This is an optimization exercise on Yosys and OpenROAD, whose aim is small area and a short achievable clock period, not a production implementation.
Only simulation tests tie the RTL to the original design; equivalence was not proved.
Power and IR drop assume default switching activity.

### flow/config.mk
export PLATFORM = sky130hd
export DESIGN_NAME = free_list
export DESIGN_NICKNAME = free_list
export VERILOG_FILES = /design/flow/design.v
export SDC_FILE = /design/flow/constraint.sdc
export NUM_CORES = 4
export LEC_CHECK = 0
export ABC_AREA = 1
export CAP_MARGIN = 20
export CORE_MARGIN = 2
export CORE_UTILIZATION = 40
export SETUP_SLACK_MARGIN = 4.4
export SLEW_MARGIN = 20
export TNS_END_PERCENT = 5
### flow/constraint.sdc
create_clock -name core_clock -period 7.0 [get_ports {i_clk}]
set_input_delay 1.4000 -clock core_clock [delete_from_list [all_inputs] [get_ports {i_clk}]]
set_output_delay 1.4000 -clock core_clock [all_outputs]
set_load 0.01 [all_outputs]
### flow/design.v
`default_nettype none
module free_list #(
    parameter LEN = 32 + 16,
    parameter LBITS = $clog2(LEN)
) (
    input wire i_clk,
    input wire i_rst_n,
    input wire [LBITS - 1:0] i_ret_p0,
    input wire [LBITS - 1:0] i_ret_p1,
    input wire [LBITS - 1:0] i_ret_p2,
    input wire [LBITS - 1:0] i_ret_p3,
    input wire [2:0] i_ret_count,
    input wire [2:0] i_req_count,
    output reg [LBITS - 1:0] o_req0,
    output reg [LBITS - 1:0] o_req1,
    output reg [LBITS - 1:0] o_req2,
    output reg [LBITS - 1:0] o_req3,
    output reg [2:0] o_req_count,
    output reg [LBITS - 1:0] o_avail_count
);
    localparam NN = 12;    
    reg [47:0] free;
    function automatic [1:0] sadd(input [1:0] x, input [1:0] y);
        sadd = {x[1] | y[1] | (x[0] & y[0]), x[0] | y[0]};
    endfunction
    wire [1:0] ncnt [0:NN - 1];
    wire [1:0] lo0 [0:NN - 1];
    wire [1:0] lo1 [0:NN - 1];
    wire [1:0] hi0 [0:NN - 1];
    wire [1:0] hi1 [0:NN - 1];
    genvar j;
    generate
        for (j = 0; j < NN; j = j + 1) begin : g_nib
            wire a = free[4 * j], b = free[4 * j + 1], c = free[4 * j + 2], d = free[4 * j + 3];
            assign ncnt[j] = {(a & b) | (a & c) | (a & d) | (b & c) | (b & d) | (c & d), a | b | c | d};
            assign lo0[j] = a ? 2'd0 : b ? 2'd1 : c ? 2'd2 : 2'd3;
            assign lo1[j] = (a & b) ? 2'd1 : ((a | b) & c) ? 2'd2 : 2'd3;
            assign hi0[j] = d ? 2'd3 : c ? 2'd2 : b ? 2'd1 : 2'd0;
            assign hi1[j] = (d & c) ? 2'd2 : ((d | c) & b) ? 2'd1 : 2'd0;
        end
    endgenerate
    wire [1:0] sl [0:4][0:NN - 1];    
    wire [1:0] sh [0:4][0:NN - 1];    
    genvar lv;
    generate
        for (j = 0; j < NN; j = j + 1) begin : g_p0
            assign sl[0][j] = ncnt[j];
            assign sh[0][j] = ncnt[j];
        end
        for (lv = 0; lv < 4; lv = lv + 1) begin : g_lv
            for (j = 0; j < NN; j = j + 1) begin : g_j
                if (j >= (1 << lv)) begin : g_l
                    assign sl[lv + 1][j] = sadd(sl[lv][j - (1 << lv)], sl[lv][j]);
                end else begin : g_lc
                    assign sl[lv + 1][j] = sl[lv][j];
                end
                if (j + (1 << lv) < NN) begin : g_h
                    assign sh[lv + 1][j] = sadd(sh[lv][j], sh[lv][j + (1 << lv)]);
                end else begin : g_hc
                    assign sh[lv + 1][j] = sh[lv][j];
                end
            end
        end
    endgenerate
    wire [4:0] q = {i_req_count[2], i_req_count[2] | (i_req_count[1] & i_req_count[0]),
                    i_req_count[2] | i_req_count[1], i_req_count != 3'd0, 1'b1};
    wire nl1 = q[1], nl2 = q[3], nh1 = q[2], nh2 = q[4];
    wire [LBITS - 1:0] tl0 [0:NN - 1];
    wire [LBITS - 1:0] tl1 [0:NN - 1];
    wire [LBITS - 1:0] th0 [0:NN - 1];
    wire [LBITS - 1:0] th1 [0:NN - 1];
    wire [47:0] keep;
    generate
        for (j = 0; j < NN; j = j + 1) begin : g_sel
            wire [1:0] pl = (j == 0) ? 2'b00 : sl[4][j - 1];
            wire [1:0] ph = (j == NN - 1) ? 2'b00 : sh[4][j + 1];
            wire l0 = ~pl[0], l1 = pl[0] & ~pl[1];    
            wire h0 = ~ph[0], h1 = ph[0] & ~ph[1];
            wire [3:0] nib = j;
            wire sl0 = l0 & ncnt[j][0];
            wire sl1 = (l0 & ncnt[j][1]) | (l1 & ncnt[j][0]);
            wire sh0 = h0 & ncnt[j][0];
            wire sh1 = (h0 & ncnt[j][1]) | (h1 & ncnt[j][0]);
            assign tl0[j] = {LBITS{sl0}} & {nib, lo0[j]};
            assign tl1[j] = {LBITS{sl1}} & {nib, l0 ? lo1[j] : lo0[j]};
            assign th0[j] = {LBITS{sh0}} & {nib, hi0[j]};
            assign th1[j] = {LBITS{sh1}} & {nib, h0 ? hi1[j] : hi0[j]};
            wire a = free[4 * j], b = free[4 * j + 1], c = free[4 * j + 2], d = free[4 * j + 3];
            wire [1:0] rl [0:3];
            wire [1:0] rh [0:3];
            assign rl[0] = pl;
            assign rl[1] = sadd(pl, {1'b0, a});
            assign rl[2] = sadd(pl, {a & b, a | b});
            assign rl[3] = sadd(pl, {(a & b) | (a & c) | (b & c), a | b | c});
            assign rh[3] = ph;
            assign rh[2] = sadd(ph, {1'b0, d});
            assign rh[1] = sadd(ph, {d & c, d | c});
            assign rh[0] = sadd(ph, {(d & c) | (d & b) | (c & b), d | c | b});
            genvar l;
            for (l = 0; l < 4; l = l + 1) begin : g_b
                assign keep[4 * j + l] = free[4 * j + l] &
                                         (~nl1 | rl[l][1] | (rl[l][0] & ~nl2)) &
                                         (~nh1 | rh[l][1] | (rh[l][0] & ~nh2));
            end
        end
    endgenerate
    reg [LBITS - 1:0] cl0, cl1, ch0, ch1;
    integer jj;
    always @(*) begin
        cl0 = 0; cl1 = 0; ch0 = 0; ch1 = 0;
        for (jj = 0; jj < NN; jj = jj + 1) begin
            cl0 = cl0 | tl0[jj];
            cl1 = cl1 | tl1[jj];
            ch0 = ch0 | th0[jj];
            ch1 = ch1 | th1[jj];
        end
    end
    wire [3:0] rv = {i_ret_count[2], i_ret_count[2] | (i_ret_count[1] & i_ret_count[0]),
                     i_ret_count[2] | i_ret_count[1], i_ret_count != 3'd0};
    wire [LBITS - 1:0] rp [0:3];
    assign rp[0] = i_ret_p0;
    assign rp[1] = i_ret_p1;
    assign rp[2] = i_ret_p2;
    assign rp[3] = i_ret_p3;
    wire [5:0] rh [0:3];
    wire [7:0] rl [0:3];
    genvar k, i;
    generate
        for (k = 0; k < 4; k = k + 1) begin : g_pre
            for (i = 0; i < 6; i = i + 1) begin : g_h
                assign rh[k][i] = rv[k] & (rp[k][5:3] == i);
            end
            for (i = 0; i < 8; i = i + 1) begin : g_l
                assign rl[k][i] = rp[k][2:0] == i;
            end
        end
    endgenerate
    wire [47:0] ret;
    generate
        for (i = 0; i < 48; i = i + 1) begin : g_ret
            assign ret[i] = (rh[0][i / 8] & rl[0][i % 8]) | (rh[1][i / 8] & rl[1][i % 8]) |
                            (rh[2][i / 8] & rl[2][i % 8]) | (rh[3][i / 8] & rl[3][i % 8]);
        end
    endgenerate
    wire [4:0] rc1h = {i_ret_count == 3'd4, i_ret_count == 3'd3, i_ret_count == 3'd2,
                       i_ret_count == 3'd1, i_ret_count == 3'd0};
    wire [4:0] qc1h = {i_req_count == 3'd4, i_req_count == 3'd3, i_req_count == 3'd2,
                       i_req_count == 3'd1, i_req_count == 3'd0};
    reg [8:0] dsel;    
    reg [1:0] lo_n;
    reg cup, cdn;
    wire [1:0] alo = o_avail_count[1:0];
    wire [3:0] ahi = o_avail_count[5:2];
    integer ri, qi, m, t;
    always @(*) begin
        dsel = 9'b0;
        for (ri = 0; ri < 5; ri = ri + 1)
            for (qi = 0; qi < 5; qi = qi + 1)
                dsel[ri - qi + 4] = dsel[ri - qi + 4] | (rc1h[ri] & qc1h[qi]);
        lo_n = 2'b0;
        cup = 1'b0;
        cdn = 1'b0;
        for (m = -4; m <= 4; m = m + 1) begin
            lo_n = lo_n | ({2{dsel[m + 4]}} & (alo + m[1:0]));
            t = alo + m;
            cup = cup | (dsel[m + 4] & (t >= 4));
            cdn = cdn | (dsel[m + 4] & (t < 0));
        end
    end
    wire [3:0] ahi_p = ahi + 4'd1;
    wire [3:0] ahi_m = ahi - 4'd1;
    wire [3:0] hi_n = ({4{cup}} & ahi_p) | ({4{cdn}} & ahi_m) | ({4{~cup & ~cdn}} & ahi);
    wire [LBITS - 1:0] avail_n = {hi_n, lo_n};
    always @(posedge i_clk, negedge i_rst_n) begin
        if (!i_rst_n) begin
            free <= {48{1'b1}};
            o_avail_count <= LEN;
            o_req_count <= 3'd0;
        end else begin
            free <= keep | ret;
            o_avail_count <= avail_n;
            o_req_count <= i_req_count;
        end
    end
    always @(posedge i_clk) begin
        o_req0 <= cl0;
        o_req1 <= ch0;
        o_req2 <= cl1;
        o_req3 <= ch1;
    end
endmodule
### flow/run.sh
#!/bin/bash
# synth_recipe.tcl (not shown) runs the flow's synth.tcl, then flattens the netlist and writes it again
# the make line also repeats each setting of config.mk as NAME=value (left out here)
make -C /OpenROAD-flow-scripts/flow DESIGN_CONFIG=/design/flow/config.mk WORK_HOME=/design/flow/orfs CLKGATE_MAP_FILE= SYNTH_SCRIPT=/design/flow/synth_recipe.tcl finish
==> qor.yml, run 1 <==
pwr:
  cellLeakagePower_nw: 5.236
  power_density_mw_per_mm2: 369.7
  ir_worst_vdd_mv: 0.1566
  power.total_mw: 4.176
setup_path:
  slowest_stage: "clkdlybuf4s50_1"
  crit_path_end_kind: "flip-flop"
  r2r_cells: 14
  cp.required_ps: 7270
  path_max_fanout: 6
  crit_buf_inv: 2
  cp.arrival_ps: 3050
  cp_cell_sequence: "clkdlybuf4s50_1 -> inv_1 -> nand3_1 -> o22ai_1 -> nor3_4 -> nand2_1"
  crit_type: "in2reg"
  slowest_delay_ps: 580
  r2r_slack_ps: 4370
  cp_top_family: "buffers and inverters"
  cp-start-kind: "input pin"
  r2r-end: "o_req3[1]"
  r2r-start: "free[16]"
finish:
  nets: 1702
  fin_util_pct: 50.04
  final.fill_count: 2351
  drive_above_1_share_pct: 19.11
  syn2layout_area_growth_pct: 23.52
  seq_area_sq_mm: 0.001974
  design_area_sq_mm: 0.01130
  multi_input_area_sq_mm: 0.006927
global_route:
  grt_max_degree: 58
  grt_pass1_wl_um: 65490
  grt.busiest_layer: "met2"
  use_met2_pct: 57.25
  use_met3_pct: 7.354
  grt_pass1_vias: 10610
  grt_antenna_before_repair: 2
  gr-total-overflow: 0
  track_usage_pct: 36.39
  groute.layer.met1.usage_pct: 47.83
cts:
  cts-root-buf: "clkbuf_16"
  cts_tree: "yes"
  path_clk_slew_ps: 80
  cts_buffers: 9
  clock-sinks: 81
  clockBufferDepth: 2
  hold_buffers: 0
  clock_latency_ps: 360
  htreeDepth: 3
drt:
  drc: 0
  routedWlPerCell_um: 22.44
  vias: 11660
  ant_nets: 0
  viasPerCell: 5.960
  drt_iter0_drc: 1225
  drt-pass1-iter-count: 5
  routed_wl_um: 43890
sta:
  setup_tns_ps: 0
  max_slew_margin_pct: 47.00
  period_needed_ps: 2782
  post-route-period-util_pct: 39.74
  finalHoldViolCount: 0
  tightest_slew_ps: 795.0
  setup_violations: 0
  timing.fmax_mhz: 359.5
  finalMaxSlewViolations: 0
  timing.final.ws_setup_ps: 4218
  finalClockSkew_ps: 16.75
  rsz0062_at_grt: "yes"
logic_synthesis:
  synth_cell_types: 50
  synthesis.area_sq_mm: 0.009145
  ys_seq_area_share_pct: 21.54
  synth_ff_type: "dfstp_2"
  syn-instance-count: 1560
  syn_area_per_cell_sq_um: 5.862
  ys_ff_latch: 81
  syn_nets: 1598
  synth_edf_count: 0
  yosysWarnings: 1
  async_flop_share_pct: 70.37
status:
  run_status: "finished clean"
die:
  die_area_sq_mm: 0.02409
  start_util_pct: 40.52
  rows: 55
  ios: 65
  fp.dieH_um: 155.2
  core_sq_mm: 0.02257
  die_x_um: 155.2
placement:
  placed_area_sq_mm: 0.01012
  gp_congestion: 1.049
  place.port_buffers: 64
  place_ws_ps: 2177
  dp_hpwl_um: 35350
hold_path:
  hold_class: "reg2reg"
  hold_end: "free[21]"
  min_path_cells: 2
  hp-start: "free[21]"
job:
  cap_viol_max_count: 0
worst max-delay path by stage:
stage,from,endpoint,slack [ps],depth (start not counted)
after floorplan,i_req_count[2],o_avail_count[2],4380,10
after global placement,i_req_count[2],o_avail_count[2],2350,8
after detailed placement,i_req_count[2],o_avail_count[2],2180,8
after CTS,i_req_count[2],free[18],4170,12
after global routing,i_ret_p0[1],free[29],4190,6
final,i_ret_p3[0],free[14],4220,6
final cells by class:
cell class | count | share of cell area, %
diodes | 2 | 0.04431
clock inverters | 7 | 0.6757
inverters | 198 | 6.812
multi-input cells | 1271 | 61.32
clock buffers | 9 | 1.994
repair buffers | 103 | 8.518
flip-flops and latches | 81 | 17.48
well taps | 285 | 3.157
per-layer routing:
layer  share of wire, %  vias up
met2                 44      750
met1                 40     5287
met3                 10      158
li1                   -     5461
met5              0.030        -
met4                5.9        2
tightest hold or removal path: stages, from the launching register on:
cell and delay (ps):
dfstp_2 400, nand3_1 80, nand2_1 40
state kept, by name, summed over array words and instances (netlist names):
name	cells
o_req0	6
o_req_count	3
o_req2	6
o_req3	6
free	48
o_req1	6
o_avail_count	6
cell families (layout without fill, tap and decap cells):
kind of cell	Yosys count	count (layout)	synth area share, %
other cells	0	2	0
xor+xnor	4	4	0.3830
compound gates	296	296	19.20
flops	81	81	21.54
simple gates	964	964	49.25
buf+inv	208	317	8.702
fa+ha+maj	7	7	0.9303
cells in the final DEF, fill, tap and decap left out, types with 6 or more instances in the layout:
master / instances
nand2_4: 22
nand4_1: 26
o221ai_1: 6
nor2_4: 36
nand2_1: 386
nand2_2: 22
nor3_1: 41
inv_1: 170
a211oi_1: 7
o31ai_1: 6
a21oi_1: 58
o21ai_0: 81
dfxtp_1: 24
dfstp_2: 50
buf_4: 36
nor2_1: 240
ha_1: 6
nor2_2: 25
o211ai_1: 19
clkdlybuf4s50_1: 52
a31oi_1: 7
inv_2: 18
o2111ai_1: 6
nor2_8: 8
nor3_4: 8
clkbuf_16: 9
nand3_1: 103
nor3_2: 14
clkinvlp_4: 6
o21ai_1: 21
o22ai_1: 60
nand3_2: 19
synthesized netlist by cell type (22+ instances only):
master	count	area share, %
a21oi_1	61	3.3
dfstp_2	50	14
dfxtp_1	24	5.3
inv_1	185	7.6
nand2_1	398	16
nand3_1	124	6.8
nand4_1	26	1.8
nor2_1	257	11
nor2_2	22	1.5
nor2_4	22	2.7
nor3_1	59	3.2
o21ai_0	88	4.8
o22ai_1	62	4.2
through the flow:
stage,hold slack (ps),cells
after CTS,516.6,1944
after global placement,504.6,1900
after floorplan,481.2,1560
final,516.7,1956
after detailed placement,504.5,1900
after global routing,531.8,1954
what timing repair did:
action,4_1_cts,5_1_grt
resized for setup,93,73
setup endpoints to repair,84,91
pin swaps,11,12
setup buffers,28,10
power by group:
group	internal, mW	total (mW)	switching, mW
Sequential	0.638	0.751	0.114
Clock	0.279	0.507	0.227
Combinational	0.870	2.92	2.05
Total	1.79	4.18	2.39
==> run 2, diff against run 1 <==
--- a/flow/config.mk
+++ b/flow/config.mk
@@ -11,2 +11,4 @@
 export CORE_UTILIZATION = 40
+export CTS_BUF_LIST = sky130_fd_sc_hd__clkbuf_8
+export CTS_CLUSTER_SIZE = 40
 export SETUP_SLACK_MARGIN = 4.4
==> qor.yml, run 2 <==
sta:
  tightest_slew_ps: 788.7  # -6.301 ps
  whs_ps: 522.0  # +5.268 ps
  finalClockSkew_ps: 28.45  # +11.70 ps
  period_needed_ps: 2783  # +0.9600 ps
  setup_tns_ps: 0  # unchanged
  finalMaxSlewViolations: 0  # unchanged
  post-route-period-util_pct: 39.75  # about the same
  rsz0062_at_grt: "yes"
  max_slew_margin_pct: 46.86  # -0.14 points
  timing.fmax_mhz: 359.4  # about the same
  finalHoldViolCount: 0  # unchanged
  setup_violations: 0  # unchanged
global_route:
  grt_antenna_before_repair: 0  # -2
  grt_pass1_vias: 10590  # -0.24%
  use_met2_pct: 57.61  # +0.36 points
  gr-total-overflow: 0  # unchanged
  use_met3_pct: 6.212  # -1.1 points
  groute.layer.met1.usage_pct: 48.67  # +0.85 points
  grt_pass1_wl_um: 65540  # about the same
  grt.busiest_layer: "met2"
  grt_max_degree: 58  # unchanged
  track_usage_pct: 36.42  # about the same
logic_synthesis:
  synth.most_common_cell: "nand2_1"
  syn-instance-count: 1560  # unchanged
  yosysWarnings: 1  # unchanged
  synth_area_leader_cell: "nand2_1"
  syn_nets: 1598  # unchanged
  synthesis.area_sq_mm: 0.009145  # unchanged
  yosys.area.top_type_share_pct: 16.34  # unchanged
  synth_cell_types: 50  # unchanged
  syn_area_per_cell_sq_um: 5.862  # unchanged
  synth_edf_count: 0  # unchanged
  ys_ff_latch: 81  # unchanged
  ys_seq_area_share_pct: 21.54  # unchanged
  async_flop_share_pct: 70.37  # unchanged
  synth_ff_type: "dfstp_2"
  synthTopCellsByCount: "398 x nand2_1, 257 x nor2_1, 185 x inv_1"
  synth_area_leaders: "nand2_1 16%, dfstp_2 14%, nor2_1 11%"
finish:
  final_common_cell: "nand2_1"
  drive_above_1_share_pct: 18.99  # -0.13 points
  top_register: "free"
  final.fill_count: 2370  # +0.81%
  final_cell_mix: "386 x nand2_1, 237 x nor2_1, 172 x inv_1"
  num_antenna_cells: 0  # -2
  syn2layout_area_growth_pct: 22.27
  nets: 1708  # +0.35%
  largest_reg_flops: 48  # unchanged
pwr:
  cellLeakagePower_nw: 5.200  # -0.69%
  power.total_mw: 4.084  # -2.2%
  ir_worst_vdd_mv: 0.1491  # -4.8%
  power_density_mw_per_mm2: 365.2  # -1.2%
drt:
  drc: 0  # unchanged
  drt_iter0_drc: 1368  # +12%
  drt-pass1-iter-count: 6  # +1
  viasPerCell: 5.939  # -0.35%
  ant_nets: 0  # unchanged
  vias: 11640  # -0.15%
  routed_wl_um: 43970  # +0.18%
  routedWlPerCell_um: 22.43  # about the same
die:
  fp.dieH_um: 155.2  # unchanged
  start_util_pct: 40.52  # unchanged
  ios: 65  # unchanged
  die_x_um: 155.2  # unchanged
  core_sq_mm: 0.02257  # unchanged
  die_area_sq_mm: 0.02409  # unchanged
  rows: 55  # unchanged
setup_path:
  r2r-start: "free[6]"
  path_max_fanout: 6  # unchanged
  cp.arrival_ps: 3100  # +50 ps
  r2r_slack_ps: 4410  # +40 ps
  cp_top_family: "buffers and inverters"
  crit_path_end_kind: "flip-flop"
  cp_cell_sequence: "clkdlybuf4s50_1 -> inv_1 -> nand3_1 -> o22ai_1 -> nor2_1 -> o21ai_0"
  cp.required_ps: 7310  # +40 ps
  cp-start-kind: "input pin"
  crit_buf_inv: 2  # unchanged
  r2r-end: "free[33]"
  r2r_cells: 12  # -2
  crit_type: "in2reg"
  slowest_stage: "clkdlybuf4s50_1"
  slowest_delay_ps: 630  # +50 ps
placement:
  place.port_buffers: 64  # unchanged
  dp_hpwl_um: 35350  # unchanged
  gp_congestion: 1.049  # unchanged
cts:
  hold_buffers: 0  # unchanged
  cts_tree: "yes"
  clockBufferDepth: 2  # unchanged
  cts_buffers: 9  # unchanged
  clock-sinks: 81  # unchanged
  clock_latency_ps: 400  # +40 ps
  htreeDepth: 3  # unchanged
  cts-root-buf: "clkbuf_8"
  path_clk_slew_ps: 100  # +20 ps
hold_path:
  hold_end: "o_avail_count[5]"
  hold_class: "reg2reg"
  min_path_cells: 2  # unchanged
  hp-start: "o_avail_count[5]"
status:
  run_status: "finished clean"
job:
  cap_viol_max_count: 0  # unchanged
[run 2: worst register-to-register path: stages, from the launching register on]
cell and delay, ps:
dfstp_2 420, nor2_4 240, nand2_4 170, nand2_1 120
nand3_1 240, inv_1 260, nand2_1 170, nor2_1 280
nand2_1 170, nor3_2 230, o21ai_1 110, nand2_1 80
nand2_1 50
[run 2: worst max-delay path by stage]
stage | start | to | slack (ps) | cells past startpoint
after global routing | i_ret_p2[2] | free[3] | 4230 | 6
final | i_ret_p2[2] | free[3] | 4220 | 6
after CTS | i_ret_p0[0] | free[29] | 4260 | 7
after floorplan | i_req_count[2] | o_avail_count[2] | 4380 | 10
after global placement | i_req_count[2] | o_avail_count[2] | 2350 | 8
after detailed placement | i_req_count[2] | o_avail_count[2] | 2180 | 8
[run 2: repair_timing]
action / in CTS / in global routing
resized for setup: 97 / 55
pin swaps: 11 / 14
setup endpoints to repair: 96 / 93
buffers inserted: 31 / 13
[run 2: report_power, final]
group | switching [mW] | internal, mW | leakage [nW] | total [mW]
registers | 0.105 | 0.636 | 0.801 | 0.741
logic | 2.07 | 0.895 | 4.30 | 2.96
clock network | 0.215 | 0.168 | 0.0962 | 0.382
[run 2: logic make-up (layout without fill, tap and decap cells)]
group                      Yosys count  after routing  synth area share, %
adders and majority gates            7              7               0.9303
and+or+nand+nor                    964            964                49.25
AOI/OAI and AO/OA                  296            296                19.20
DFF                                 81             81                21.54
xor gates and xnor gates             4              4               0.3830
buffers and inverters              208            323                8.702
[run 2: stage by stage]
step / instance area [sq um] / setup WS (ps) / instances / utilization, %
floorplan: 9173 / 4377 / 1560 / -
global placement: 10120 / 2353 / 1900 / 44.83
detailed placement: 10120 / 2177 / 1900 / 44.83
CTS: 10880 / 4264 / 1947 / 48.19
global route: 11180 / 4230 / 1960 / 49.54
finish: 11180 / 4217 / 1960 / 49.54
[run 2: cell type report]
cell class	count	area [sq um]	share of cell area [%]
repair buffers	109	993.5	8.884
inverters	198	769.5	6.881
clock inverters	7	76.32	0.6826
well taps	285	356.6	3.189
clock buffers	9	123.9	1.108
flip-flops and latches	81	1972	17.63
multi-input cells	1271	6890	61.62
[run 2: per-layer routing]
layer	part of all wire, %	up-vias
met5	0	-
met3	9.1	146
met2	44	689
met1	41	5351
met4	5.3	0
li1	-	5455
==> run 3, diff against run 2 <==
==> flow/flow/run.sh (new file) <==
#!/bin/bash
# The standard layout, with the port buffers made of plain buffers
# (sky130_fd_sc_hd__buf_1) instead of the default delay buffers; the resizer
# may still resize them. Each tool's log is kept under orfs/logs; the make
# output goes to standard.log.
set -euo pipefail
export BUFFER_PORTS_ARGS="-buffer_cell sky130_fd_sc_hd__buf_1"
bash standard.sh finish > standard.log 2>&1
==> flow/standard.sh (new file) <==
#!/bin/bash
# synth_recipe.tcl (not shown) runs the flow's synth.tcl, then flattens the netlist and writes it again
# the make line also repeats each setting of config.mk as NAME=value (left out here)
make -C /OpenROAD-flow-scripts/flow DESIGN_CONFIG=/design/flow/config.mk WORK_HOME=/design/flow/orfs CLKGATE_MAP_FILE= SYNTH_SCRIPT=/design/flow/synth_recipe.tcl "${@:-finish}"
--- a/flow/config.mk
+++ b/flow/config.mk
@@ -11,4 +11,2 @@
 export CORE_UTILIZATION = 40
-export CTS_BUF_LIST = sky130_fd_sc_hd__clkbuf_8
-export CTS_CLUSTER_SIZE = 40
 export SETUP_SLACK_MARGIN = 4.4
removed: flow/run.sh
==> qor.yml, run 3 <==
die:
  rows: 55  # unchanged
  ios: 65  # unchanged
  start_util_pct: 40.52  # unchanged
  core_sq_mm: 0.02257  # unchanged
  die_x_um: 155.2  # unchanged
  die_area_sq_mm: 0.02409  # unchanged
  fp.dieH_um: 155.2  # unchanged
drt:
  drc: 0  # unchanged
  routed_wl_um: 44510  # +1.2%
  ant_nets: 0  # unchanged
  routedWlPerCell_um: 22.71  # +1.2%
  viasPerCell: 5.972  # +0.55%
  vias: 11710  # +0.55%
  drt-pass1-iter-count: 6  # unchanged
  drt_iter0_drc: 1439  # +5.2%
finish:
  final_common_cell: "nand2_1"
  final.fill_count: 2503  # +5.6%
  largest_reg_flops: 48  # unchanged
  drive_above_1_share_pct: 17.61  # -1.4 points
  num_antenna_cells: 0  # unchanged
  fin_cells: 1960  # unchanged
  final_cell_mix: "385 x nand2_1, 239 x nor2_1, 177 x inv_1"
  nets: 1708  # unchanged
  design_area_sq_mm: 0.01079  # -3.5%
  top_register: "free"
  syn2layout_area_growth_pct: 18.03
sta:
  max_slew_margin_pct: 40.98  # -5.9 points
  timing.fmax_mhz: 374.4  # +4.2%
  finalHoldViolCount: 0  # unchanged
  finalMaxSlewViolations: 0  # unchanged
  setup_violations: 0  # unchanged
  finalClockSkew_ps: 14.42  # -14.03 ps
  whs_ps: 522.6  # +0.6640 ps
  period_needed_ps: 2671  # -111.7 ps
  tightest_slew_ps: 876.0  # +87.32 ps
  post-route-period-util_pct: 38.16  # -1.6 points
  setup_tns_ps: 0  # unchanged
  rsz0062_at_grt: "yes"
setup_path:
  path_max_fanout: 8  # +2
  crit_type: "reg2reg"
  r2r_cells: 11  # -1
  crit_path_end_kind: "flip-flop"
  cp-start-kind: "flip-flop"
  cp.required_ps: 7200  # -110 ps
  cp.arrival_ps: 2870  # -230 ps
logic_synthesis:
  synth_cell_types: 50  # unchanged
  syn_nets: 1598  # unchanged
  syn-instance-count: 1560  # unchanged
  synth_ff_type: "dfstp_2"
  synthesis.area_sq_mm: 0.009145  # unchanged
  async_flop_share_pct: 70.37  # unchanged
  yosys.area.top_type_share_pct: 16.34  # unchanged
  ys_seq_area_share_pct: 21.54  # unchanged
  ys_ff_latch: 81  # unchanged
  synthTopCellsByCount: "398 x nand2_1, 257 x nor2_1, 185 x inv_1"
  syn_area_per_cell_sq_um: 5.862  # unchanged
  synth_edf_count: 0  # unchanged
  synth_area_leaders: "nand2_1 16%, dfstp_2 14%, nor2_1 11%"
  synth_area_leader_cell: "nand2_1"
  yosysWarnings: 1  # unchanged
  synth.most_common_cell: "nand2_1"
global_route:
  track_usage_pct: 36.65  # +0.23 points
  grt_antenna_before_repair: 0  # unchanged
  grt_max_degree: 58  # unchanged
  use_met3_pct: 6.964  # +0.75 points
  gr-total-overflow: 0  # unchanged
  grt_pass1_wl_um: 65750  # +0.33%
  use_met2_pct: 55.05  # -2.6 points
  groute.layer.met1.usage_pct: 49.21  # +0.54 points
  grt.busiest_layer: "met2"
  grt_pass1_vias: 10640  # +0.45%
placement:
  placed_area_sq_mm: 0.009733  # -3.8%
  placed_cells: 1901  # +0.053%
  gp_congestion: 1.032  # -1.6%
  place.port_buffers: 64  # unchanged
  dp_hpwl_um: 35210  # -0.38%
cts:
  cts_tree: "yes"
  clock_latency_ps: 360  # -40 ps
  hold_buffers: 0  # unchanged
  cts_buffers: 9  # unchanged
  htreeDepth: 3  # unchanged
  path_clk_slew_ps: 80  # -20 ps
  cts-root-buf: "clkbuf_16"
  clockBufferDepth: 2  # unchanged
  clock-sinks: 81  # unchanged
pwr:
  ir_worst_vdd_mv: 0.1874  # +26%
  power.total_mw: 4.136  # +1.3%
  power_density_mw_per_mm2: 383.2  # +4.9%
  cellLeakagePower_nw: 5.015  # -3.6%
hold_path:
  hold_class: "reg2reg"
  min_path_cells: 2  # unchanged
status:
  run_status: "finished clean"
job:
  cap_viol_max_count: 0  # unchanged
## run 3: cell count changes in the layout (fill, tap and decap cells not counted), sizes merged
cell | before | now
clkdlybuf4s15 | 3 | 0
dlygate4sd2 | 4 | 0
clkinv | 5 | 4
inv | 193 | 192
clkdlybuf4s50 | 53 | 0
clkinvlp | 6 | 8
dlymetal6s2s | 1 | 0
bufinv | 1 | 0
buf | 48 | 107
clkbuf | 9 | 12
## run 3: logic make-up (layout without fill, tap and decap cells)
kind of cell | count (synthesis) | count (layout) | share of synthesized area [%]
buf+inv | 208 | 323 | 8.702
simple gates | 964 | 964 | 49.25
xor+xnor | 4 | 4 | 0.3830
compound gates | 296 | 296 | 19.20
fa+ha+maj | 7 | 7 | 0.9303
flops | 81 | 81 | 21.54
## run 3: power breakdown
| part | leakage [nW] | switching (mW) | internal (mW) |
|---|---|---|---|
| clock | 0.126 | 0.239 | 0.245 |
| combinational | 4.09 | 2.10 | 0.794 |
| sequential | 0.804 | 0.126 | 0.636 |
## run 3: final timing paths
kind                                from  slack (ps)                to
worst max-delay path            free[30]        4330         o_req1[1]
worst min-delay path            free[43]         520          free[43]
worst max register to register  free[30]        4330         o_req1[1]
worst min register to register  free[43]         520          free[43]
max in group asynchronous        i_rst_n        5290    o_req_count[0]
min in group asynchronous        i_rst_n        1220  o_avail_count[1]
## run 3: per-layer routing
layer / share of wire, % / vias to the layer above
li1: - / 5461
met1: 41 / 5298
met2: 42 / 783
met3: 11 / 163
met4: 6.8 / 0
met5: 0 / -
## run 3: repair_timing
item                       in CTS  in global routing
resized for setup              42                 69
setup buffers                  26                 17
setup endpoints to repair      63                 69
pin swaps                       7                 13
## run 3: final cells by class
type                    count  area [sq um]  area share [%]
clock inverters             6         48.80          0.4521
flip-flops and latches     81          1969           18.25
clock buffers              10         229.0           2.121
inverters                 198         788.3           7.303
multi-input cells        1271          6790           62.91
repair buffers            109         611.8           5.668
well taps                 285         356.6           3.304
## run 3: worst max-delay path, cell delays in order, from the launching register on
cell and delay, ps:
dfstp_2 670, nor2_4 120, nand2_4 170, nor2_4 80, nand2_2 200, nor2_4 100, nand2_2 170, clkinv_2 130
nand2_1 160, o211ai_1 180, nor3_1 340, nand4_1 200
## run 3: through the flow
stage                     util [%]  setup WS [ps]
final                        47.82           4329
after global routing         47.82           4287
after CTS                    45.91           4272
after detailed placement     43.12           3050
after global placement       43.12           3141
after floorplan                  -           4377
==> run 4, diff against run 3 <==
--- a/flow/design.v
+++ b/flow/design.v
@@ -41,22 +41,33 @@
     endgenerate
-    wire [1:0] sl [0:4][0:NN - 1];    
-    wire [1:0] sh [0:4][0:NN - 1];    
-    genvar lv;
-    generate
-        for (j = 0; j < NN; j = j + 1) begin : g_p0
-            assign sl[0][j] = ncnt[j];
-            assign sh[0][j] = ncnt[j];
-        end
-        for (lv = 0; lv < 4; lv = lv + 1) begin : g_lv
-            for (j = 0; j < NN; j = j + 1) begin : g_j
-                if (j >= (1 << lv)) begin : g_l
-                    assign sl[lv + 1][j] = sadd(sl[lv][j - (1 << lv)], sl[lv][j]);
-                end else begin : g_lc
-                    assign sl[lv + 1][j] = sl[lv][j];
-                end
-                if (j + (1 << lv) < NN) begin : g_h
-                    assign sh[lv + 1][j] = sadd(sh[lv][j], sh[lv][j + (1 << lv)]);
-                end else begin : g_hc
-                    assign sh[lv + 1][j] = sh[lv][j];
-                end
+    wire [1:0] sl [0:NN - 1];
+    wire [1:0] sh [0:NN - 1];
+    wire [1:0] xl [0:NN - 1];    
+    wire [1:0] xh [0:NN - 1];    
+    generate
+        for (j = 0; j < NN; j = j + 1) begin : g_x
+            if (j % 4 == 0) begin : g_f
+                assign xl[j] = ncnt[j];
+            end else begin : g_n
+                assign xl[j] = sadd(xl[j - 1], ncnt[j]);
+            end
+            if (j % 4 == 3) begin : g_hf
+                assign xh[j] = ncnt[j];
+            end else begin : g_hn
+                assign xh[j] = sadd(xh[j + 1], ncnt[j]);
+            end
+        end
+    endgenerate
+    wire [1:0] gl1 = xl[3], gl2 = sadd(xl[3], xl[7]);       
+    wire [1:0] gh1 = xh[8], gh0 = sadd(xh[8], xh[4]);       
+    generate
+        for (j = 0; j < NN; j = j + 1) begin : g_s
+            if (j < 4) begin : g_0
+                assign sl[j] = xl[j];
+                assign sh[j] = sadd(gh0, xh[j]);
+            end else if (j < 8) begin : g_1
+                assign sl[j] = sadd(gl1, xl[j]);
+                assign sh[j] = sadd(gh1, xh[j]);
+            end else begin : g_2
+                assign sl[j] = sadd(gl2, xl[j]);
+                assign sh[j] = xh[j];
             end
@@ -74,4 +85,4 @@
         for (j = 0; j < NN; j = j + 1) begin : g_sel
-            wire [1:0] pl = (j == 0) ? 2'b00 : sl[4][j - 1];
-            wire [1:0] ph = (j == NN - 1) ? 2'b00 : sh[4][j + 1];
+            wire [1:0] pl = (j == 0) ? 2'b00 : sl[j - 1];
+            wire [1:0] ph = (j == NN - 1) ? 2'b00 : sh[j + 1];
             wire l0 = ~pl[0], l1 = pl[0] & ~pl[1];    
==> qor.yml, run 4 <==
status:
  run_status: "finished clean"
hold_path:
  min_path_cells: 2  # unchanged
  hold_class: "reg2reg"
cts:
  clock-sinks: 81  # unchanged
  clockBufferDepth: 2  # unchanged
  htreeDepth: 3  # unchanged
  hold_buffers: 0  # unchanged
  clock_latency_ps: 370  # about the same
  cts_tree: "yes"
  cts-root-buf: "clkbuf_16"
  path_clk_slew_ps: 80  # about the same
  cts_buffers: 9  # unchanged
setup_path:
  cp.required_ps: 7260  # +60 ps
  path_max_fanout: 14  # +6
  crit_type: "reg2reg"
  cp_cell_sequence: "nor2_4 -> nand2_4 -> nor2_8 -> nand2_4 -> nor2_8 -> nand2_1 -> inv_1 -> nor2_1 -> inv_1 -> a31oi_1 -> o21ai_2 -> o211ai_1"
  r2r_cells: 12  # +1
  slowest_stage: "dfstp_2"
  cp.depth: 12  # +1
  slowest_delay_ps: 420  # -250 ps
  crit_path_end_kind: "flip-flop"
  crit_buf_inv: 2  # +1
  cp-start-kind: "flip-flop"
  cp_top_family: "simple AND/OR/NAND/NOR gates"
  cp.arrival_ps: 2950  # +80 ps
finish:
  syn2layout_area_growth_pct: 17.61
  nets: 1569  # -8.1%
  final.fill_count: 2310  # -7.7%
  final_common_cell: "nand2_1"
  drive_above_1_share_pct: 17.51  # -0.099 points
  design_area_sq_mm: 0.01029  # -4.7%
  fin_util_pct: 47.58  # -0.24 points
  top_register: "free"
  largest_reg_flops: 48  # unchanged
  final_cell_mix: "277 x nand2_1, 211 x nor2_1, 178 x inv_1"
  num_antenna_cells: 0  # unchanged
drt:
  ant_nets: 0  # unchanged
  vias: 10970  # -6.3%
  drt-pass1-iter-count: 7  # +1
  viasPerCell: 6.040  # +1.1%
  drt_iter0_drc: 1376  # -4.4%
  routedWlPerCell_um: 21.10  # -7.1%
  routed_wl_um: 38320  # -14%
  drc: 0  # unchanged
logic_synthesis:
  ys_ff_latch: 81  # unchanged
  synth_edf_count: 0  # unchanged
  yosys.area.top_type_share_pct: 15.02  # -1.3 points
  synth_cell_types: 56  # +12%
  async_flop_share_pct: 70.37  # unchanged
  syn-instance-count: 1432  # -8.2%
  syn_area_per_cell_sq_um: 6.108  # +4.2%
  synth_ff_type: "dfstp_2"
  yosysWarnings: 1  # unchanged
  syn_nets: 1470  # -8.0%
  synthesis.area_sq_mm: 0.008747  # -4.4%
  synth.most_common_cell: "nand2_1"
  synth_area_leader_cell: "dfstp_2"
  synth_area_leaders: "dfstp_2 15%, nand2_1 12%, nor2_1 9.5%"
  ys_seq_area_share_pct: 22.51  # +0.98 points
  synthTopCellsByCount: "286 x nand2_1, 222 x nor2_1, 185 x inv_1"
die:
  fp.dieH_um: 151.9  # -2.1%
  core_sq_mm: 0.02162  # -4.2%
  rows: 54  # -1.8%
  die_x_um: 151.9  # -2.1%
  ios: 65  # unchanged
  start_util_pct: 40.46  # -0.058 points
  die_area_sq_mm: 0.02307  # -4.2%
sta:
  rsz0062_at_grt: "yes"
  post-route-period-util_pct: 38.51  # +0.35 points
  timing.fmax_mhz: 371.0  # -0.91%
  setup_violations: 0  # unchanged
  finalHoldViolCount: 0  # unchanged
  period_needed_ps: 2696  # +24.64 ps
  setup_tns_ps: 0  # unchanged
  finalClockSkew_ps: 9.652  # -4.769 ps
  tightest_slew_ps: 875.8  # -0.2540 ps
  finalMaxSlewViolations: 0  # unchanged
  max_slew_margin_pct: 41.62  # +0.63 points
global_route:
  track_usage_pct: 32.34  # -4.3 points
  gr-total-overflow: 0  # unchanged
  grt_max_degree: 58  # unchanged
  grt_pass1_vias: 10090  # -5.1%
  grt_pass1_wl_um: 58150  # -12%
  grt_antenna_before_repair: 1  # +1
placement:
  dp_hpwl_um: 29390  # -17%
  gp_congestion: 1.023  # -0.86%
  placed_area_sq_mm: 0.009320  # -4.2%
  place.port_buffers: 64  # unchanged
pwr:
  ir_worst_vdd_mv: 0.1628  # -13%
  power_density_mw_per_mm2: 373.3  # -2.6%
  cellLeakagePower_nw: 4.615  # -8.0%
job:
  cap_viol_max_count: 0  # unchanged
run 4: cell count changes after synthesis, moves of 4 or more:
cell     before  now
nand2_1     398  286
nor2_1      257  222
nand3_1     124  111
a21oi_1      61   66
nor4_1        3    9
nand2_2      15    8
o22ai_1      62   79
nor2_2       22   16
inv_2        10   14
run 4: cell type report:
cell class	instances	area (sq um)	share of cell area, %
clock buffers	9	225.2	2.189
clock inverters	7	60.06	0.5838
inverters	201	787.0	7.650
multi-input cells	1139	6322	61.46
flip-flops and latches	81	1969	19.14
well taps	280	350.3	3.405
repair buffers	98	565.5	5.497
repair inverters	1	7.507	0.07297
run 4: cells by family after synthesis:
family | count (synthesis) | share of synthesized area (%)
flops | 81 | 22.51
fa+ha+maj | 6 | 0.8582
simple gates | 797 | 43.74
compound gates | 331 | 22.99
xor+xnor | 5 | 0.5007
buf+inv | 212 | 9.398
run 4: report_power, final:
part,internal [mW],switching (mW),leakage [nW],total (mW)
registers,0.637,0.121,0.803,0.757
clock network,0.248,0.250,0.136,0.499
logic,0.774,1.81,3.68,2.58
run 4: final timing paths:
check                                   endpoint     start  slack (ps)
worst max-delay path                     free[9]  free[46]        4300
worst min-delay path                     free[4]   free[4]         530
worst max register to register           free[9]  free[46]        4300
worst min register to register           free[4]   free[4]         530
max in group asynchronous       o_avail_count[1]   i_rst_n        5200
min in group asynchronous       o_avail_count[2]   i_rst_n        1230
run 4: per-stage QoR:
stage / setup WS [ps] / total power, mW / std cells / hold WS, ps
4_1_cts: 4215 / 3.639 / 1797 / 526.8
6_report: 4304 / 3.841 / 1816 / 526.0
3_5_place_dp: 1666 / 3.095 / 1767 / 512.1
2_1_floorplan: 4386 / 2.380 / 1432 / 490.6
3_3_place_gp: 1957 / 3.108 / 1767 / 516.1
5_1_grt: 4212 / 4.086 / 1816 / 535.4
run 4: metal layers:
| metal | global-route usage (%) | vias to the layer above | part of all wire (%) |
|---|---|---|---|
| met5 | 0 | - | 0.034 |
| met2 | 48.97 | 651 | 43 |
| met3 | 6.303 | 132 | 9.7 |
| met4 | 20.52 | 2 | 6.8 |
| met1 | 42.27 | 5065 | 41 |
| li1 | - | 5119 | - |
run 4: tightest hold or removal path: cells and delay by family, from the launching register on:
kind | cells | cell delay (ps)
AO/OA/AOI/OAI | 1 | 60
flip-flops | 1 | 400
AND/OR/NAND/NOR | 1 | 70
run 4: what timing repair did:
item                       in CTS  in global routing
setup endpoints to repair      60                 66
gates cloned                    1                  0
buffers inserted               13                 19
gates resized for setup        49                 64
pin swaps                       6                 12
==> run 5, diff against run 4 <==
--- a/flow/config.mk
+++ b/flow/config.mk
@@ -11,3 +11,3 @@
 export CORE_UTILIZATION = 40
-export SETUP_SLACK_MARGIN = 4.4
+export SETUP_SLACK_MARGIN = 4.6
 export SLEW_MARGIN = 20
==> qor.yml, run 5 <==
status:
  run_status: "finished clean"
global_route:
  grt_pass1_vias: 10330  # +2.3%
  grt_max_degree: 58  # unchanged
  track_usage_pct: 32.65  # +0.30 points
  grt_pass1_wl_um: 58980  # +1.4%
  grt_antenna_before_repair: 1  # unchanged
  gr-total-overflow: 0  # unchanged
finish:
  final.fill_count: 2244  # -2.9%
  largest_reg_flops: 48  # unchanged
  drive_above_1_share_pct: 21.77  # +4.3 points
  num_antenna_cells: 0  # unchanged
  nets: 1604  # +2.2%
  final_common_cell: "nand2_1"
  multi_input_area_sq_mm: 0.006579  # +4.1%
  seq_area_sq_mm: 0.001969  # unchanged
  syn2layout_area_growth_pct: 23.82
  top_register: "free"
  design_area_sq_mm: 0.01083  # +5.3%
  final_cell_mix: "263 x nand2_1, 205 x nor2_1, 176 x inv_1"
pwr:
  power_density_mw_per_mm2: 372.6  # -0.19%
  cellLeakagePower_nw: 4.828  # +4.6%
  ir_worst_vdd_mv: 0.1661  # +2.0%
logic_synthesis:
  yosys.area.top_type_share_pct: 15.02  # unchanged
  muxShareOfSynthArea_pct: 0  # unchanged
  synthesis.area_sq_mm: 0.008747  # unchanged
  synth_cell_types: 56  # unchanged
  ys_seq_area_share_pct: 22.51  # unchanged
  synth_adder_area_share_pct: 0.8582  # unchanged
  synth-simple-area-share_pct: 43.74  # unchanged
  synth_top_family_by_area: "simple AND/OR/NAND/NOR gates"
  synth_area_leaders: "dfstp_2 15%, nand2_1 12%, nor2_1 9.5%"
  yosysWarnings: 1  # unchanged
  synth_ff_type: "dfstp_2"
  async_flop_share_pct: 70.37  # unchanged
  syn_area_per_cell_sq_um: 6.108  # unchanged
  synthTopCellsByCount: "286 x nand2_1, 222 x nor2_1, 185 x inv_1"
  synth.most_common_cell: "nand2_1"
  synth_area_leader_cell: "dfstp_2"
  yosys.area_share.xor_xnor_pct: 0.5006  # unchanged
  syn_nets: 1470  # unchanged
  ys_ff_latch: 81  # unchanged
  synth_edf_count: 0  # unchanged
  synth_compound_area_share_pct: 22.99  # unchanged
  syn-instance-count: 1432  # unchanged
cts:
  clock_latency_ps: 370  # about the same
  clockBufferDepth: 2  # unchanged
  path_clk_slew_ps: 80  # about the same
  cts_buffers: 9  # unchanged
  clock-sinks: 81  # unchanged
  cts_tree: "yes"
  htreeDepth: 3  # unchanged
  cts-root-buf: "clkbuf_16"
sta:
  max_slew_margin_pct: 41.89  # +0.28 points
  period_needed_ps: 2681  # -15.05 ps
  finalClockSkew_ps: 11.84  # +2.186 ps
  post-route-period-util_pct: 38.30  # -0.22 points
  tightest_slew_ps: 871.6  # -4.158 ps
  setup_violations: 0  # unchanged
  rsz0062_at_grt: "yes"
  whs_ps: 532.5  # +6.485 ps
  finalMaxSlewViolations: 0  # unchanged
  finalHoldViolCount: 0  # unchanged
  timing.fmax_mhz: 373.0  # +0.56%
  setup_tns_ps: 0  # unchanged
setup_path:
  path_max_fanout: 10  # -4
  crit_type: "in2reg"
  crit_path_end_kind: "flip-flop"
  cp.arrival_ps: 2960  # about the same
  cp-start-kind: "input pin"
  cp.required_ps: 7280  # +20 ps
drt:
  drt_iter0_drc: 1400  # +1.7%
  viasPerCell: 6.075  # +0.57%
  drt-pass1-iter-count: 6  # -1
  routed_wl_um: 39120  # +2.1%
  routedWlPerCell_um: 21.14  # +0.17%
  vias: 11240  # +2.5%
  ant_nets: 0  # unchanged
  drc: 0  # unchanged
die:
  die_area_sq_mm: 0.02307  # unchanged
  start_util_pct: 40.46  # unchanged
  die_x_um: 151.9  # unchanged
  ios: 65  # unchanged
  rows: 54  # unchanged
  fp.dieH_um: 151.9  # unchanged
  core_sq_mm: 0.02162  # unchanged
placement:
  placed_area_sq_mm: 0.009320  # unchanged
  place.port_buffers: 64  # unchanged
  gp_congestion: 1.023  # unchanged
  dp_hpwl_um: 29390  # unchanged
hold_path:
  hold_class: "reg2reg"
job:
  cap_viol_max_count: 0  # unchanged
run 5: cell types whose count changed in the layout (fill, tap and decap cells not counted), sizes merged:
| cell | before | now |
|---|---|---|
| buf | 95 | 130 |
| clkinv | 2 | 3 |
| inv | 201 | 200 |
run 5: worst paths after layout:
path | from | endpoint | slack [ps] | depth (start not counted)
min reg2reg | free[33] | free[33] | 530 | 2
max reg2reg | free[46] | free[1] | 4430 | 14
min | free[33] | free[33] | 530 | 2
min in group asynchronous | i_rst_n | o_avail_count[2] | 1260 | 2
max in group asynchronous | i_rst_n | o_avail_count[1] | 5200 | 2
max | i_req_count[1] | free[15] | 4320 | 9
run 5: cell type report:
| cell class | count | share of cell area, % |
|---|---|---|
| repair inverters | 1 | 0.06932 |
| repair buffers | 133 | 7.729 |
| flip-flops and latches | 81 | 18.18 |
| clock inverters | 7 | 0.5545 |
| multi-input cells | 1139 | 60.74 |
| inverters | 201 | 7.405 |
| well taps | 280 | 3.235 |
| clock buffers | 9 | 2.079 |
run 5: layer usage:
metal / vias to the layer above / wire length [um] / share of wire, % / track usage, %
met4: 0 / 2511 / 6.4 / 20.47
li1: 5188 / - / - / -
met1: 5235 / 15540 / 40 / 42.37
met3: 129 / 3968 / 10 / 6.246
met5: - / 0 / 0 / 0
met2: 692 / 17100 / 44 / 50.00
run 5: cell families after synthesis:
family          Yosys count
buf+inv                 212
xor+xnor                  5
compound gates          331
simple gates            797
fa+ha+maj                 6
flops                    81
run 5: per-stage QoR:
stage                     power [mW]  setup slack (ps)  utilization (%)  std cells
after floorplan                2.380              4386                -       1432
after global placement         3.108              1957            43.11       1767
after detailed placement       3.095              1666            43.11       1767
after CTS                      3.722              4399            47.17       1811
after global routing           4.278              4273            50.09       1851
final                          4.036              4319            50.09       1851
run 5: power breakdown:
group          leakage, nW  total [mW]  internal (mW)  switching [mW]
combinational         3.89        2.78          0.882            1.89
clock                0.136       0.499          0.248           0.251
sequential           0.803       0.761          0.637           0.124
run 5: critical path, cell delays in order:
cell and delay [ps]:
buf_8 120, nor2_4 60, buf_4 130, nand2_4 130, inv_6 110, nor2_1 200, nand2_1 120, a2111oi_0 540
o31ai_1 130
run 5: what timing repair did:
action                     4_1_cts  5_1_grt
setup endpoints to repair       69       77
pin swaps                       16       41
resized for setup               92       85
gates cloned                     1        0
hold buffers                     0        0
buffers inserted                27       40
==> run 6, diff against run 5 <==
--- a/flow/config.mk
+++ b/flow/config.mk
@@ -11,3 +11,3 @@
 export CORE_UTILIZATION = 40
-export SETUP_SLACK_MARGIN = 4.6
+export SETUP_SLACK_MARGIN = 4.2
 export SLEW_MARGIN = 20
==> qor.yml, run 6 <==
status:
  run_status: "finished clean"
setup_path:
  cp-start-kind: "input pin"
  crit_path_end_kind: "flip-flop"
  r2r_cells: 13  # -1
  cp.required_ps: 7270  # about the same
  cp.arrival_ps: 3200  # +240 ps
  path_max_fanout: 9  # -1
  crit_type: "in2reg"
finish:
  syn2layout_area_growth_pct: 14.02
  top_register: "free"
  drive_above_1_share_pct: 14.81  # -7.0 points
  final_cell_mix: "281 x nand2_1, 214 x nor2_1, 182 x inv_1"
  final_common_cell: "nand2_1"
  nets: 1559  # -2.8%
  largest_reg_flops: 48  # unchanged
  final.fill_count: 2394  # +6.7%
hold_path:
  min_path_cells: 2  # unchanged
  hold_class: "reg2reg"
sta:
  post-route-period-util_pct: 41.88  # +3.6 points
  max_slew_margin_pct: 45.21  # +3.3 points
  timing.fmax_mhz: 341.1  # -8.6%
  setup_tns_ps: 0  # unchanged
  whs_ps: 529.8  # -2.713 ps
  period_needed_ps: 2932  # +250.9 ps
  rsz0062_at_grt: "yes"
  finalMaxSlewViolations: 0  # unchanged
  setup_violations: 0  # unchanged
  finalHoldViolCount: 0  # unchanged
  finalClockSkew_ps: 10.37  # -1.470 ps
  tightest_slew_ps: 811.5  # -60.07 ps
die:
  fp.dieH_um: 151.9  # unchanged
  rows: 54  # unchanged
  core_sq_mm: 0.02162  # unchanged
  ios: 65  # unchanged
  start_util_pct: 40.46  # unchanged
  die_x_um: 151.9  # unchanged
  die_area_sq_mm: 0.02307  # unchanged
global_route:
  track_usage_pct: 31.67  # -0.98 points
  grt_pass1_wl_um: 57150  # -3.1%
  grt_max_degree: 58  # unchanged
  grt_pass1_vias: 9760  # -5.5%
  gr-total-overflow: 0  # unchanged
  grt_antenna_before_repair: 1  # unchanged
pwr:
  internal-power_mw: 1.602  # -9.3%
  ir_worst_vdd_mv: 0.1823  # +9.7%
  switching_share_pct: 56.97  # +0.75 points
  power_density_mw_per_mm2: 373.2  # +0.16%
  cellLeakagePower_nw: 4.496  # -6.9%
  switchingPower_mw: 2.120  # -6.5%
  pwr-share-seq_pct: 20.5  # +1.6 points
  comb_power_share_pct: 66.4  # -2.4 points
  clockPowerShare_pct: 13.2  # +0.8 points
logic_synthesis:
  yosys.area.top_type_share_pct: 15.02  # unchanged
  synthesis.area_sq_mm: 0.008747  # unchanged
  ys_ff_latch: 81  # unchanged
  syn_area_per_cell_sq_um: 6.108  # unchanged
  synth_edf_count: 0  # unchanged
  synthTopCellsByCount: "286 x nand2_1, 222 x nor2_1, 185 x inv_1"
  ys_seq_area_share_pct: 22.51  # unchanged
  synth_area_leader_cell: "dfstp_2"
  yosysWarnings: 1  # unchanged
  synth_area_leaders: "dfstp_2 15%, nand2_1 12%, nor2_1 9.5%"
  synth.most_common_cell: "nand2_1"
  synth_ff_type: "dfstp_2"
  synth_cell_types: 56  # unchanged
  syn-instance-count: 1432  # unchanged
  syn_nets: 1470  # unchanged
  async_flop_share_pct: 70.37  # unchanged
drt:
  drc: 0  # unchanged
  routed_wl_um: 37900  # -3.1%
  drt-pass1-iter-count: 8  # +2
  routedWlPerCell_um: 20.97  # -0.78%
  drt_iter0_drc: 1735  # +24%
  viasPerCell: 6.123  # +0.80%
  ant_nets: 0  # unchanged
  vias: 11060  # -1.6%
cts:
  cts-root-buf: "clkbuf_16"
  path_clk_slew_ps: 70  # about the same
  clock-sinks: 81  # unchanged
  clock_latency_ps: 370  # about the same
  htreeDepth: 3  # unchanged
  cts_buffers: 9  # unchanged
  cts_tree: "yes"
  clockBufferDepth: 2  # unchanged
job:
  cap_viol_max_count: 0  # unchanged
placement:
  dp_hpwl_um: 29480  # +0.31%
  place.port_buffers: 64  # unchanged
  gp_congestion: 1.020  # -0.37%
[run 6: worst max-delay path, cell delays in order]
cell	delay (ps)
buf_1	90
buf_6	150
clkinvlp_4	190
buf_6	180
buf_4	200
nor2_2	170
inv_2	140
nor2_2	160
a22oi_1	150
nor3_2	240
o221ai_1	130
[run 6: worst paths after layout]
check / startpoint / to / slack, ps
setup / recovery: i_req_count[2] / free[20] / 4070
hold / removal: free[4] / free[4] / 530
setup reg to reg: free[42] / o_req3[1] / 4170
hold reg to reg: free[4] / free[4] / 530
max in group asynchronous: i_rst_n / o_req_count[0] / 5250
min in group asynchronous: i_rst_n / o_avail_count[3] / 1220
[run 6: kinds of logic after synthesis]
| logic type | after synthesis | synth area share (%) |
|---|---|---|
| AOI/OAI and AO/OA | 331 | 22.99 |
| buffers and inverters | 212 | 9.398 |
| adders and majority gates | 6 | 0.8582 |
| xor gates and xnor gates | 5 | 0.5007 |
| and+or+nand+nor | 797 | 43.74 |
| DFF | 81 | 22.51 |
[run 6: repair_timing]
item | 4_1_cts | 5_1_grt
buffers inserted | 10 | 11
gates resized for setup | 30 | 27
endpoints found under the setup margin | 56 | 49
pin swaps | 4 | 5
hold buffers | 0 | 0
cloned | 1 | 1
[run 6: final cells by class]
type	instances	area, sq um	share of cell area [%]
Antenna cell	1	2.502	0.02509
Timing Repair Buffer	87	424.2	4.253
Inverter	201	774.5	7.766
Tap cell	280	350.3	3.513
Clock buffer	13	260.3	2.609
Clock inverter	3	25.02	0.2509
Sequential cell	81	1969	19.75
Timing Repair inverter	1	5.005	0.05018
Multi-Input combinational cell	1140	6162	61.79
[run 6: power groups by stage]
stage | Clock [mW] | Sequential (mW) | Combinational [mW]
global route | 0.514 | 0.775 | 2.66
CTS | 0.492 | 0.757 | 2.35
detailed placement | 0 | 0.766 | 2.32
finish | 0.490 | 0.761 | 2.47
global placement | 0 | 0.765 | 2.34
floorplan | 0 | 0.778 | 1.60
[run 6: layer usage]
metal / routed length, um / global-route usage (%) / share of wire [%] / up-vias
met3: 3869 / 6.760 / 10 / 122
met4: 1814 / 13.31 / 4.8 / 0
met2: 16470 / 48.93 / 43 / 707
met1: 15740 / 42.92 / 42 / 5124
met5: 0 / 0 / 0 / -
li1: - / - / - / 5111
[run 6: metrics by stage]
| step | total power, mW | std cells | utilization [%] | area, sq um | worst slack, ps |
|---|---|---|---|---|---|
| floorplan | 2.377 | 1432 | - | 8747 | 4243 |
| global placement | 3.108 | 1767 | 42.95 | 9286 | 2621 |
| detailed placement | 3.089 | 1767 | 42.95 | 9286 | 2481 |
| CTS | 3.604 | 1794 | 45.24 | 9781 | 4147 |
| global route | 3.944 | 1806 | 46.12 | 9971 | 4063 |
| finish | 3.722 | 1807 | 46.13 | 9973 | 4068 |
==> run 7, diff against run 6 <==
--- a/flow/config.mk
+++ b/flow/config.mk
@@ -11,3 +11,4 @@
 export CORE_UTILIZATION = 40
-export SETUP_SLACK_MARGIN = 4.2
+export CTS_BUF_LIST = sky130_fd_sc_hd__clkbuf_8
+export SETUP_SLACK_MARGIN = 4.4
 export SLEW_MARGIN = 20
==> qor.yml, run 7 <==
status:
  run_status: "finished clean"
logic_synthesis:
  synth_edf_count: 0  # unchanged
  muxShareOfSynthArea_pct: 0  # unchanged
  async_flop_share_pct: 70.37  # unchanged
  synth.most_common_cell: "nand2_1"
  synth_area_leader_cell: "dfstp_2"
  synth_compound_area_share_pct: 22.99  # unchanged
  yosysWarnings: 1  # unchanged
  synth_ff_type: "dfstp_2"
  synthesis.area_sq_mm: 0.008747  # unchanged
  synthTopCellsByCount: "286 x nand2_1, 222 x nor2_1, 185 x inv_1"
  syn_area_per_cell_sq_um: 6.108  # unchanged
  synth_adder_area_share_pct: 0.8582  # unchanged
  syn_nets: 1470  # unchanged
  synth-simple-area-share_pct: 43.74  # unchanged
  syn-instance-count: 1432  # unchanged
  yosys.area_share.xor_xnor_pct: 0.5006  # unchanged
  synth_cell_types: 56  # unchanged
  ys_ff_latch: 81  # unchanged
  ys_seq_area_share_pct: 22.51  # unchanged
  synth_area_leaders: "dfstp_2 15%, nand2_1 12%, nor2_1 9.5%"
  synth_top_family_by_area: "simple AND/OR/NAND/NOR gates"
  yosys.area.top_type_share_pct: 15.02  # unchanged
setup_path:
  cp_top_family: "simple AND/OR/NAND/NOR gates"
  path_max_fanout: 9  # unchanged
  slowest_delay_ps: 430  # +190 ps
  slowest_stage: "dfstp_2"
  crit_path_end_kind: "flip-flop"
  cp-start-kind: "flip-flop"
  crit_buf_inv: 1  # -5
  cp.required_ps: 7300  # +30 ps
  cp_cell_sequence: "nor2_4 -> nand2_4 -> nor2_8 -> inv_2 -> nand2_1 -> nand3_2 -> nor2_4 -> nand3_4 -> nor3_2 -> nand2_1 -> o21ai_4 -> o211ai_1"
  cp.arrival_ps: 2940  # -260 ps
  crit_type: "reg2reg"
sta:
  max_slew_margin_pct: 42.06  # -3.1 points
  period_needed_ps: 2631  # -300.4 ps
  timing.final.ws_setup_ps: 4369  # +300.4 ps
  finalClockSkew_ps: 16.52  # +6.156 ps
  rsz0062_at_grt: "yes"
  finalHoldViolCount: 0  # unchanged
  setup_violations: 0  # unchanged
  post-route-period-util_pct: 37.59  # -4.3 points
  timing.fmax_mhz: 380.1  # +11%
  setup_tns_ps: 0  # unchanged
  tightest_slew_ps: 869.1  # +57.55 ps
  finalMaxSlewViolations: 0  # unchanged
finish:
  final_cell_mix: "277 x nand2_1, 210 x nor2_1, 176 x inv_1"
  design_area_sq_mm: 0.01026  # +2.9%
  syn2layout_area_growth_pct: 17.35
  drive_above_1_share_pct: 17.87  # +3.1 points
  top_register: "free"
  largest_reg_flops: 48  # unchanged
  nets: 1572  # +0.83%
  final_common_cell: "nand2_1"
cts:
  cts_buffers: 9  # unchanged
  path_clk_slew_ps: 110  # +40 ps
  htreeDepth: 3  # unchanged
  cts-root-buf: "clkbuf_8"
  clock_latency_ps: 400  # +30 ps
  cts_tree: "yes"
  clock-sinks: 81  # unchanged
  clockBufferDepth: 2  # unchanged
drt:
  routed_wl_um: 38490  # +1.6%
  vias: 11020  # -0.40%
  viasPerCell: 6.055  # -1.1%
  drc: 0  # unchanged
  ant_nets: 0  # unchanged
  drt-pass1-iter-count: 6  # -2
  routedWlPerCell_um: 21.15  # +0.84%
  drt_iter0_drc: 1362  # -21%
global_route:
  gr-total-overflow: 0  # unchanged
  use_met3_pct: 6.589  # -0.17 points
  grt_pass1_vias: 10080  # +3.2%
  track_usage_pct: 32.28  # +0.61 points
  grt_max_degree: 58  # unchanged
  grt.busiest_layer: "met2"
  grt_pass1_wl_um: 58290  # +2.0%
  groute.layer.met1.usage_pct: 42.44  # -0.48 points
  use_met2_pct: 49.16  # +0.24 points
  grt_antenna_before_repair: 2  # +1
die:
  die_x_um: 151.9  # unchanged
  die_area_sq_mm: 0.02307  # unchanged
  fp.dieH_um: 151.9  # unchanged
  rows: 54  # unchanged
  ios: 65  # unchanged
  core_sq_mm: 0.02162  # unchanged
  start_util_pct: 40.46  # unchanged
placement:
  place.port_buffers: 64  # unchanged
  dp_hpwl_um: 29390  # -0.30%
  gp_congestion: 1.023  # +0.37%
  placed_area_sq_mm: 0.009320  # +0.36%
  place_ws_ps: 1666  # -815.6 ps
pwr:
  ir_worst_vdd_mv: 0.1680  # -7.9%
  power.total_mw: 3.747  # +0.68%
  cellLeakagePower_nw: 4.570  # +1.6%
  power_density_mw_per_mm2: 365.1  # -2.2%
hold_path:
  hold_class: "reg2reg"
job:
  cap_viol_max_count: 0  # unchanged
run 7: cell counts after synthesis:
No cell type changed its count.
run 7: worst register-to-register path, cell delays in order (launching register included):
cell      delay (ps)
dfstp_2          430
nor2_4           180
nand2_4          150
nor2_8           240
inv_2             60
nand2_1          110
nand3_2          130
nor2_4           290
nand3_4          190
nor3_2           210
nand2_1          160
o21ai_4          210
o211ai_1         180
run 7: metrics by stage:
stage / instances / util [%] / hold slack, ps
floorplan: 1432 / - / 490.6
CTS: 1795 / 45.12 / 531.7
detailed placement: 1767 / 43.11 / 512.1
global route: 1819 / 47.47 / 540.8
finish: 1820 / 47.48 / 528.4
global placement: 1767 / 43.11 / 516.1
run 7: path summary, 6_finish.rpt:
check,from,endpoint,slack (ps),cells after the start
max reg2reg,free[46],free[9],4370,12
max,free[46],free[9],4370,12
min,free[4],free[4],530,2
min reg2reg,free[4],free[4],530,2
max in group asynchronous,i_rst_n,o_req_count[0],5250,2
min in group asynchronous,i_rst_n,o_avail_count[2],1190,2
run 7: layout make-up:
cell class	instances	area [sq um]
multi-input cells	1140	6381
well taps	280	350.3
fillers	2316	11360
inverters	201	792.0
clock buffers	9	123.9
diodes	1	2.502
repair buffers	100	580.6
repair inverters	1	5.005
flip-flops and latches	81	1969
clock inverters	7	60.06
run 7: cell families (layout without fill, tap and decap cells):
family | Yosys count | in the layout
and+or+nand+nor | 797 | 798
AOI/OAI and AO/OA | 331 | 331
buffers and inverters | 212 | 318
DFF | 81 | 81
adders and majority gates | 6 | 6
xor gates and xnor gates | 5 | 5
other | 0 | 1
run 7: repair_timing:
item,4_1_cts,5_1_grt
gates resized for setup,44,77
hold buffers,0,0
setup buffers,11,23
pin swaps,5,17
gates cloned,1,1
setup endpoints to repair,61,64
run 7: report_power, final:
| part | leakage, nW | switching (mW) | internal (mW) | total (mW) |
|---|---|---|---|---|
| Clock | 0.0901 | 0.236 | 0.136 | 0.372 |
| Combinational | 3.68 | 1.83 | 0.782 | 2.62 |
| Sequential | 0.803 | 0.122 | 0.636 | 0.758 |
run 7: metal layers:
| layer | up-vias | part of all wire (%) |
|---|---|---|
| met3 | 128 | 9.3 |
| met2 | 649 | 43 |
| met1 | 5112 | 41 |
| met4 | 0 | 6.6 |
| li1 | 5131 | - |
| met5 | - | 0 |

==> afterwards: timing with drivers on the ports <==
The results above use ideal ports. As a check the final layouts listed here were re-extracted and re-timed, cells and wires unchanged.
Step 1: set_driving_cell puts a clkbuf_16 on i_clk and a buf_2 on each other input, an assumption about the parent block.
Step 2 times the ports against the registers' clock, not the clock port: input delays grow and output delays shrink by t, the midpoint of the rising clock arrivals with the driver on.
Slacks: ideal ports / drivers / drivers and shift; pairs: ideal ports / drivers.
run | shift t [ns] | setup slack, ns | pins driven straight from the clock port
run 1 | 0.399 | 4.218 / 4.233 / 3.834 | 1
run 2 | 0.428 | 4.217 / 4.223 / 3.794 | 1
run 3 | 0.398 | 4.329 / 4.329 / 4.006 | 1
run 4 | 0.411 | 4.304 / 4.304 / 3.895 | 1
run 5 | 0.412 | 4.319 / 4.318 / 3.906 | 1
run 6 | 0.406 | 4.068 / 4.092 / 3.685 | 1
run 7 | 0.439 | 4.369 / 4.358 / 3.919 | 1
After both steps every run listed still meets setup and hold. The setup slack of run 7, which loses most, moves by -0.011 ns with the drivers and by -0.450 ns with both steps.
